What follows belongs to an exercise in optimizing a design on an open flow for small area, a short achievable clock period and few clock cycles; a production flow would make more cautious choices.
Where RTL was checked, it was by simulation tests only, not by an equivalence proof against the original.
Power and IR drop assume default switching activity.

Setup of run 1:
==> module fpu, before the edit <==
module fpu(
    input  logic [31:0] op_A_in,
    input  logic [31:0] op_B_in,
    input  logic clk,
    input  logic reset,
    input  logic start,
    output logic [31:0] data_out,
    output logic [3:0]  status_out,
    output logic done
);
    logic [7:0]  ea, eb, e_l, gt, eq;
    logic [8:0]  d_ab;
    logic [4:0]  sh;
    logic        a_ge_e, e_eq, fa_lt, a_big, s_l, eff_sub, swap_f, big;
    logic [25:0] m_a, m_b, m_l, m_s, m_s_sh, lost_mask;
    logic        sticky;
    logic [26:0] x, y, g, p, gg, pp, sum;
    always_comb begin
        ea   = op_A_in[30:23];
        eb   = op_B_in[30:23];
        m_a  = {|ea, op_A_in[22:0], 2'b00};
        m_b  = {|eb, op_B_in[22:0], 2'b00};
        d_ab = {1'b0, ea} - {1'b0, eb};
        gt = ea & ~eb;
        eq = ~(ea ^ eb);
        for (int l = 0; l < 3; l++)
            for (int i = 0; i < 8; i += 2 << l) begin
                gt[i] = gt[i + (1 << l)] | (eq[i + (1 << l)] & gt[i]);
                eq[i] = eq[i + (1 << l)] & eq[i];
            end
        a_ge_e = gt[0] | eq[0];
        e_eq   = eq[0];
        fa_lt  = op_A_in[22:0] < op_B_in[22:0];
        e_l  = a_ge_e ? ea  : eb;
        m_l  = a_ge_e ? m_a : m_b;
        m_s  = a_ge_e ? m_b : m_a;
        sh   = a_ge_e ? d_ab[4:0] : eb[4:0] - ea[4:0];
        a_big = e_eq ? ~fa_lt : a_ge_e;
        s_l   = a_big ? op_A_in[31] : op_B_in[31];
        eff_sub = op_A_in[31] ^ op_B_in[31];
        swap_f  = eff_sub & e_eq & fa_lt;
        big       = d_ab[8] ? (d_ab[7:0] <= 8'd231) : (d_ab[7:0] >= 8'd25);
        m_s_sh    = big ? 26'd0 : (m_s >> sh);
        lost_mask = big ? 26'h3ffffff : ~(26'h3ffffff << sh);
        sticky    = |(m_s & lost_mask);
        x = {1'b0, m_l} ^ {27{eff_sub}};
        y = {1'b0, m_s_sh};
        g = x & y;
        p = x ^ y;
        gg = g;
        pp = p;
        gg[0] = g[0] | (p[0] & swap_f);
        for (int l = 0; l < 5; l++)
            for (int i = (2 << l) - 1; i < 27; i += (2 << l)) begin
                gg[i] = gg[i] | (pp[i] & gg[i - (1 << l)]);
                pp[i] = pp[i] & pp[i - (1 << l)];
            end
        for (int l = 3; l >= 0; l--)
            for (int i = (3 << l) - 1; i < 27; i += (2 << l)) begin
                gg[i] = gg[i] | (pp[i] & gg[i - (1 << l)]);
                pp[i] = pp[i] & pp[i - (1 << l)];
            end
        sum = (p ^ {27{eff_sub & ~swap_f}}) ^ {gg[25:0], swap_f};
    end
    logic [26:0] r;
    logic [7:0]  e_q;
    logic        s_q, sticky_q;
    always_ff @(posedge clk) begin
        r        <= sum;
        e_q      <= e_l;
        s_q      <= s_l;
        sticky_q <= sticky;
    end
    always_ff @(posedge clk or negedge reset) begin
        if (!reset) done <= 1'b0;
        else        done <= start;
    end
    logic        zero, left, c_out, uf, ovf;
    logic [25:0] w, n0, n1, n2, n3, n4;
    logic        uf_le, uf_eq;
    logic [23:0] ca;
    logic [22:0] inc, f_out;
    logic [4:0]  k;
    logic [7:0]  e_p1, e_p2, e_nr, e_left, e_out;
    always_comb begin
        zero = ~|r;
        left = ~r[26] & ~r[25];
        w  = r[26] ? r[26:1] : r[25:0];
        ca = w[25:2];
        for (int l = 0; l < 5; l++)
            for (int i = 0; i < 24; i++)
                if (i[l]) ca[i] = ca[i] & ca[((i >> (l + 1)) << (l + 1)) + (1 << l) - 1];
        inc   = w[24:2] ^ ({ca[21:0], 1'b1} & {23{w[0]}});
        c_out = w[0] & ca[23];
        e_p1  = e_q + 8'd1;
        e_p2  = e_q + 8'd2;
        e_nr  = (r[26] & c_out) ? e_p2 : (r[26] | c_out) ? e_p1 : e_q;
        k[4] = ~|r[25:10]; n1 = k[4] ? {r[9:0], 16'd0} : r[25:0];
        k[3] = ~|n1[25:18]; n2 = k[3] ? {n1[17:0], 8'd0} : n1;
        k[2] = ~|n2[25:22]; n3 = k[2] ? {n2[21:0], 4'd0} : n2;
        k[1] = ~|n3[25:24]; n4 = k[1] ? {n3[23:0], 2'd0} : n3;
        k[0] = ~n4[25];     n0 = k[0] ? {n4[24:0], 1'd0} : n4;
        e_left = e_q - {3'd0, k};
        uf_le = 1'b0;
        uf_eq = ~|e_q[7:5];
        for (int i = 4; i >= 0; i--) begin
            uf_le = uf_le | (uf_eq & ~e_q[i] & k[i]);
            uf_eq = uf_eq & ~(e_q[i] ^ k[i]);
        end
        uf   = ~r[26] & (uf_le | uf_eq);
        ovf  = (&e_q) | (~left & ((e_q == 8'd254 & (r[26] | c_out)) | (e_q == 8'd253 & r[26] & c_out)));
        e_out = left ? e_left : e_nr;
        f_out = left ? n0[24:2] : inc;
        if (zero) begin
            data_out = 32'd0;                   status_out = 4'b0001;
        end else if (ovf) begin
            data_out = {s_q, 8'hFF, 23'd0};     status_out = 4'b0100;
        end else if (uf) begin
            data_out = 32'd0;                   status_out = 4'b1000;
        end else begin
            data_out = {s_q, e_out, f_out};
            status_out = (w[0] && !left) || sticky_q ? 4'b0010 : 4'b0001;
        end
    end
endmodule
Settings: LEC_CHECK=0, ABC_AREA=1, CAP_MARGIN=20, CORE_MARGIN=2, CORE_UTILIZATION=45, GPL_TIMING_DRIVEN=0, SLEW_MARGIN=20; clock period 10.0 ns.
standard.sh (not shown) runs the stock make flow with config.mk's settings and CLKGATE_MAP_FILE= SYNTH_SCRIPT=/design/flow/synth_recipe.tcl, a recipe that flattens the netlist after the stock synthesis.
==> flow/flow/run.sh <==
#!/bin/bash
# The standard layout, with plain buffers (sky130_fd_sc_hd__buf_1) on the
# ports in place of the delay cells that buffer_ports picks by default.
# Timing repair aims at 4.0 ns of setup slack up to clock tree synthesis,
# and at 3.3 ns in the repair after global routing.
set -euo pipefail
export BUFFER_PORTS_ARGS="-buffer_cell sky130_fd_sc_hd__buf_1"
SETUP_SLACK_MARGIN=4.0 bash standard.sh cts > standard_make_to_cts.log 2>&1
SETUP_SLACK_MARGIN=3.3 bash standard.sh > standard_make.log 2>&1
Per the final summary, run 1 finished and its layout is clean on timing, DRC and antenna.
Changes in run 2 relative to run 1:
diff --git a/flow/design.v b/flow/design.v
--- a/flow/design.v
+++ b/flow/design.v
@@ -75,10 +75,9 @@
         if (!reset) done <= 1'b0;
         else        done <= start;
     end
     logic        zero, left, c_out, uf, ovf;
-    logic [25:0] w, n0, n1, n2, n3, n4;
-    logic        uf_le, uf_eq;
+    logic [25:0] w, n0, n1, n2, n3, n4, keep;
     logic [23:0] ca;
     logic [22:0] inc, f_out;
     logic [4:0]  k;
     logic [7:0]  e_p1, e_p2, e_nr, e_left, e_out;
@@ -100,15 +99,10 @@
         k[2] = ~|n2[25:22]; n3 = k[2] ? {n2[21:0], 4'd0} : n2;
         k[1] = ~|n3[25:24]; n4 = k[1] ? {n3[23:0], 2'd0} : n3;
         k[0] = ~n4[25];     n0 = k[0] ? {n4[24:0], 1'd0} : n4;
         e_left = e_q - {3'd0, k};
-        uf_le = 1'b0;
-        uf_eq = ~|e_q[7:5];
-        for (int i = 4; i >= 0; i--) begin
-            uf_le = uf_le | (uf_eq & ~e_q[i] & k[i]);
-            uf_eq = uf_eq & ~(e_q[i] ^ k[i]);
-        end
-        uf   = ~r[26] & (uf_le | uf_eq);
+        keep = ~(26'h3ffffff >> e_q);
+        uf   = ~r[26] & ~|(r[25:0] & keep);
         ovf  = (&e_q) | (~left & ((e_q == 8'd254 & (r[26] | c_out)) | (e_q == 8'd253 & r[26] & c_out)));
         e_out = left ? e_left : e_nr;
         f_out = left ? n0[24:2] : inc;
         if (zero) begin
--- outcome ---
- Row area growth from synthesis to layout: run 2 lower / run 1 higher
- Summary of run 2 over run 1: maximum fanout along the worst path now larger; global-route wire length before repair now smaller; core utilization now smaller; die boundary height now larger; die area now larger.
- Of run 1 and run 2, the run reporting the higher non-clock buffer count was run 1.
- The clock network fraction of design power in run 2 sits 2.6 points above the value recorded for run 1.
- Changes observed in run 2 relative to run 1: total negative setup slack saw little to no change, sequential portion of the cell area saw little to no change, non-filler instance count after layout saw an increase, routing usage on met1 saw a decrease, number of distinct library cells after synthesis saw an increase.
Testbench counts of run 2, summed over its fixed seeds: cycles 3,200.
No functional check of the RTL was part of run 1.

build 21:
The RTL this note starts from:
==> flow/design.v <==
module fpu(
    input  logic [31:0] op_A_in,
    input  logic [31:0] op_B_in,
    input  logic clk,
    input  logic reset,
    input  logic start,
    output logic [31:0] data_out,
    output logic [3:0]  status_out,
    output logic done
);
    logic [7:0]  ea, eb, e_l, gt, eq;
    logic [8:0]  d_ab;
    logic [4:0]  sh;
    logic        a_ge_e, e_eq, fa_lt, a_big, s_l, eff_sub, swap_f, big;
    logic [25:0] m_a, m_b, m_l, m_s, m_s_sh, lost_mask;
    logic        sticky;
    logic [26:0] x, y, g, p, gg, pp, sum;
    always_comb begin
        ea   = op_A_in[30:23];
        eb   = op_B_in[30:23];
        m_a  = {|ea, op_A_in[22:0], 2'b00};
        m_b  = {|eb, op_B_in[22:0], 2'b00};
        d_ab = {1'b0, ea} - {1'b0, eb};
        gt = ea & ~eb;
        eq = ~(ea ^ eb);
        for (int l = 0; l < 3; l++)
            for (int i = 0; i < 8; i += 2 << l) begin
                gt[i] = gt[i + (1 << l)] | (eq[i + (1 << l)] & gt[i]);
                eq[i] = eq[i + (1 << l)] & eq[i];
            end
        a_ge_e = gt[0] | eq[0];
        e_eq   = eq[0];
        fa_lt  = op_A_in[22:0] < op_B_in[22:0];
        e_l  = a_ge_e ? ea  : eb;
        m_l  = a_ge_e ? m_a : m_b;
        m_s  = a_ge_e ? m_b : m_a;
        sh   = a_ge_e ? d_ab[4:0] : eb[4:0] - ea[4:0];
        a_big = e_eq ? ~fa_lt : a_ge_e;
        s_l   = a_big ? op_A_in[31] : op_B_in[31];
        eff_sub = op_A_in[31] ^ op_B_in[31];
        swap_f  = eff_sub & e_eq & fa_lt;
        big       = d_ab[8] ? (d_ab[7:0] <= 8'd231) : (d_ab[7:0] >= 8'd25);
        m_s_sh    = big ? 26'd0 : (m_s >> sh);
        lost_mask = big ? 26'h3ffffff : ~(26'h3ffffff << sh);
        sticky    = |(m_s & lost_mask);
        x = {1'b0, m_l} ^ {27{eff_sub}};
        y = {1'b0, m_s_sh};
        g = x & y;
        p = x ^ y;
        gg = g;
        pp = p;
        gg[0] = g[0] | (p[0] & swap_f);
        for (int l = 0; l < 5; l++)
            for (int i = (2 << l) - 1; i < 27; i += (2 << l)) begin
                gg[i] = gg[i] | (pp[i] & gg[i - (1 << l)]);
                pp[i] = pp[i] & pp[i - (1 << l)];
            end
        for (int l = 3; l >= 0; l--)
            for (int i = (3 << l) - 1; i < 27; i += (2 << l)) begin
                gg[i] = gg[i] | (pp[i] & gg[i - (1 << l)]);
                pp[i] = pp[i] & pp[i - (1 << l)];
            end
        sum = (p ^ {27{eff_sub & ~swap_f}}) ^ {gg[25:0], swap_f};
    end
    logic [26:0] r;
    logic [7:0]  e_q;
    logic        s_q, sticky_q;
    always_ff @(posedge clk) begin
        r        <= sum;
        e_q      <= e_l;
        s_q      <= s_l;
        sticky_q <= sticky;
    end
    always_ff @(posedge clk or negedge reset) begin
        if (!reset) done <= 1'b0;
        else        done <= start;
    end
    logic        zero, left, c_out, uf, ovf;
    logic [25:0] w, n0, n1, n2, n3, n4;
    logic        uf_le, uf_eq;
    logic [23:0] ca;
    logic [22:0] inc, f_out;
    logic [4:0]  k;
    logic [7:0]  e_p1, e_nr, e_left, e_out;
    always_comb begin
        zero = ~|r;
        left = ~r[26] & ~r[25];
        w  = r[26] ? r[26:1] : r[25:0];
        ca = w[25:2];
        for (int l = 0; l < 5; l++)
            for (int i = (2 << l) - 1; i < 24; i += (2 << l))
                ca[i] = ca[i] & ca[i - (1 << l)];
        for (int l = 3; l >= 0; l--)
            for (int i = (3 << l) - 1; i < 24; i += (2 << l))
                ca[i] = ca[i] & ca[i - (1 << l)];
        inc   = w[24:2] ^ ({ca[21:0], 1'b1} & {23{w[0]}});
        c_out = w[0] & ca[23];
        e_p1  = e_q + 8'd1;
        e_nr  = (r[26] | c_out) ? e_p1 : e_q;
        k[4] = ~|r[25:10]; n1 = k[4] ? {r[9:0], 16'd0} : r[25:0];
        k[3] = ~|n1[25:18]; n2 = k[3] ? {n1[17:0], 8'd0} : n1;
        k[2] = ~|n2[25:22]; n3 = k[2] ? {n2[21:0], 4'd0} : n2;
        k[1] = ~|n3[25:24]; n4 = k[1] ? {n3[23:0], 2'd0} : n3;
        k[0] = ~n4[25];     n0 = k[0] ? {n4[24:0], 1'd0} : n4;
        e_left = e_q - {3'd0, k};
        uf_le = 1'b0;
        uf_eq = ~|e_q[7:5];
        for (int i = 4; i >= 0; i--) begin
            uf_le = uf_le | (uf_eq & ~e_q[i] & k[i]);
            uf_eq = uf_eq & ~(e_q[i] ^ k[i]);
        end
        uf   = ~r[26] & (uf_le | uf_eq);
        ovf  = (&e_q) | (~left & e_q == 8'd254 & (r[26] | c_out));
        e_out = left ? e_left : e_nr;
        f_out = left ? n0[24:2] : inc;
        if (zero) begin
            data_out = 32'd0;                   status_out = 4'b0001;
        end else if (ovf) begin
            data_out = {s_q, 8'hFF, 23'd0};     status_out = 4'b0100;
        end else if (uf) begin
            data_out = 32'd0;                   status_out = 4'b1000;
        end else begin
            data_out = {s_q, e_out, f_out};
            status_out = (w[0] && !left) || sticky_q ? 4'b0010 : 4'b0001;
        end
    end
endmodule
export LEC_CHECK = 0
export ABC_AREA = 1
export CAP_MARGIN = 20
export CORE_MARGIN = 2
export CORE_UTILIZATION = 45
export GPL_TIMING_DRIVEN = 0
export SLEW_MARGIN = 20
create_clock -name core_clock -period 10.0 [get_ports {clk}]
==> flow/flow/run.sh <==
#!/bin/bash
# The standard layout, with plain buffers (sky130_fd_sc_hd__buf_1) on the
# ports in place of the delay cells that buffer_ports picks by default.
# Timing repair aims at 3.8 ns of setup slack up to clock tree synthesis,
# and at 3.0 ns in the repair after global routing.
set -euo pipefail
export BUFFER_PORTS_ARGS="-buffer_cell sky130_fd_sc_hd__buf_1"
SETUP_SLACK_MARGIN=3.8 bash standard.sh cts > standard_make_to_cts.log 2>&1
SETUP_SLACK_MARGIN=3.0 bash standard.sh > standard_make.log 2>&1
Testbench counts of build 21, summed over its fixed seeds: cycles 3,200.
Edits applied to the flow inputs when going from build 21 to build 85:
--- a/flow/design.v
+++ b/flow/design.v
@@ -86,15 +86,12 @@
         zero = ~|r;
         left = ~r[26] & ~r[25];
         w  = r[26] ? r[26:1] : r[25:0];
         ca = w[25:2];
         for (int l = 0; l < 5; l++)
-            for (int i = (2 << l) - 1; i < 24; i += (2 << l))
-                ca[i] = ca[i] & ca[i - (1 << l)];
-        for (int l = 3; l >= 0; l--)
-            for (int i = (3 << l) - 1; i < 24; i += (2 << l))
-                ca[i] = ca[i] & ca[i - (1 << l)];
+            for (int i = 0; i < 24; i++)
+                if (i[l]) ca[i] = ca[i] & ca[((i >> (l + 1)) << (l + 1)) + (1 << l) - 1];
         inc   = w[24:2] ^ ({ca[21:0], 1'b1} & {23{w[0]}});
         c_out = w[0] & ca[23];
         e_p1  = e_q + 8'd1;
         e_nr  = (r[26] | c_out) ? e_p1 : e_q;
         k[4] = ~|r[25:10]; n1 = k[4] ? {r[9:0], 16'd0} : r[25:0];
Notes after the runs:
Build 85 — critical path depth 16% higher, build 21 as reference
Summary of build 85 over build 21: overall die height was more or less identical, synthesized cell count grew by 1.7%.
| setup slack | build 21 vs build 85 | ≈ equal |
Count of unique library cells instantiated by Yosys delta for build 85 relative to build 21: 7.3% lower
Diff build 21 -> build 85 | count of routing violations after the opening detailed-route iteration | increase of 95
Compared with build 21, build 85 shows a leakage power figure that is 1.5% higher.
Build 85 gives more sequential power than build 21 did.
Diff build 21 -> build 85: maximum frequency has remained practically unchanged; area added between synthesis and finish has remained practically unchanged.
Testbench counts of build 85, summed over its fixed seeds: cycles 3,200.

separate check: timing with driven ports:
Ports are ideal in the flow. The routed layouts listed here were re-timed in OpenROAD. Step 1 sets driving cells, clkbuf_16 on the clock port and buf_2 on the other inputs (assumed; they add their load-dependent delay and slew). Step 2 moves the port delays by t, midway between the first and last clock arrival at a register: inputs arrive t later, outputs are due t later. That takes back most of the time a late clock gives input paths. Three values: no drivers, after step 1, after step 2; two values: the first two.
run	t, ns	setup WS [ns]	slew at the worst register clock pin (ns)
run 1	0.318	3.770 / 3.733 / 3.594	0.06 / 0.06
run 2	0.309	3.900 / 3.882 / 3.601	0.05 / 0.05
build 21	0.308	3.667 / 3.683 / 3.375	0.05 / 0.05
build 85	0.315	3.665 / 3.681 / 3.366	0.06 / 0.06
After both steps setup and hold are still met in every run listed.
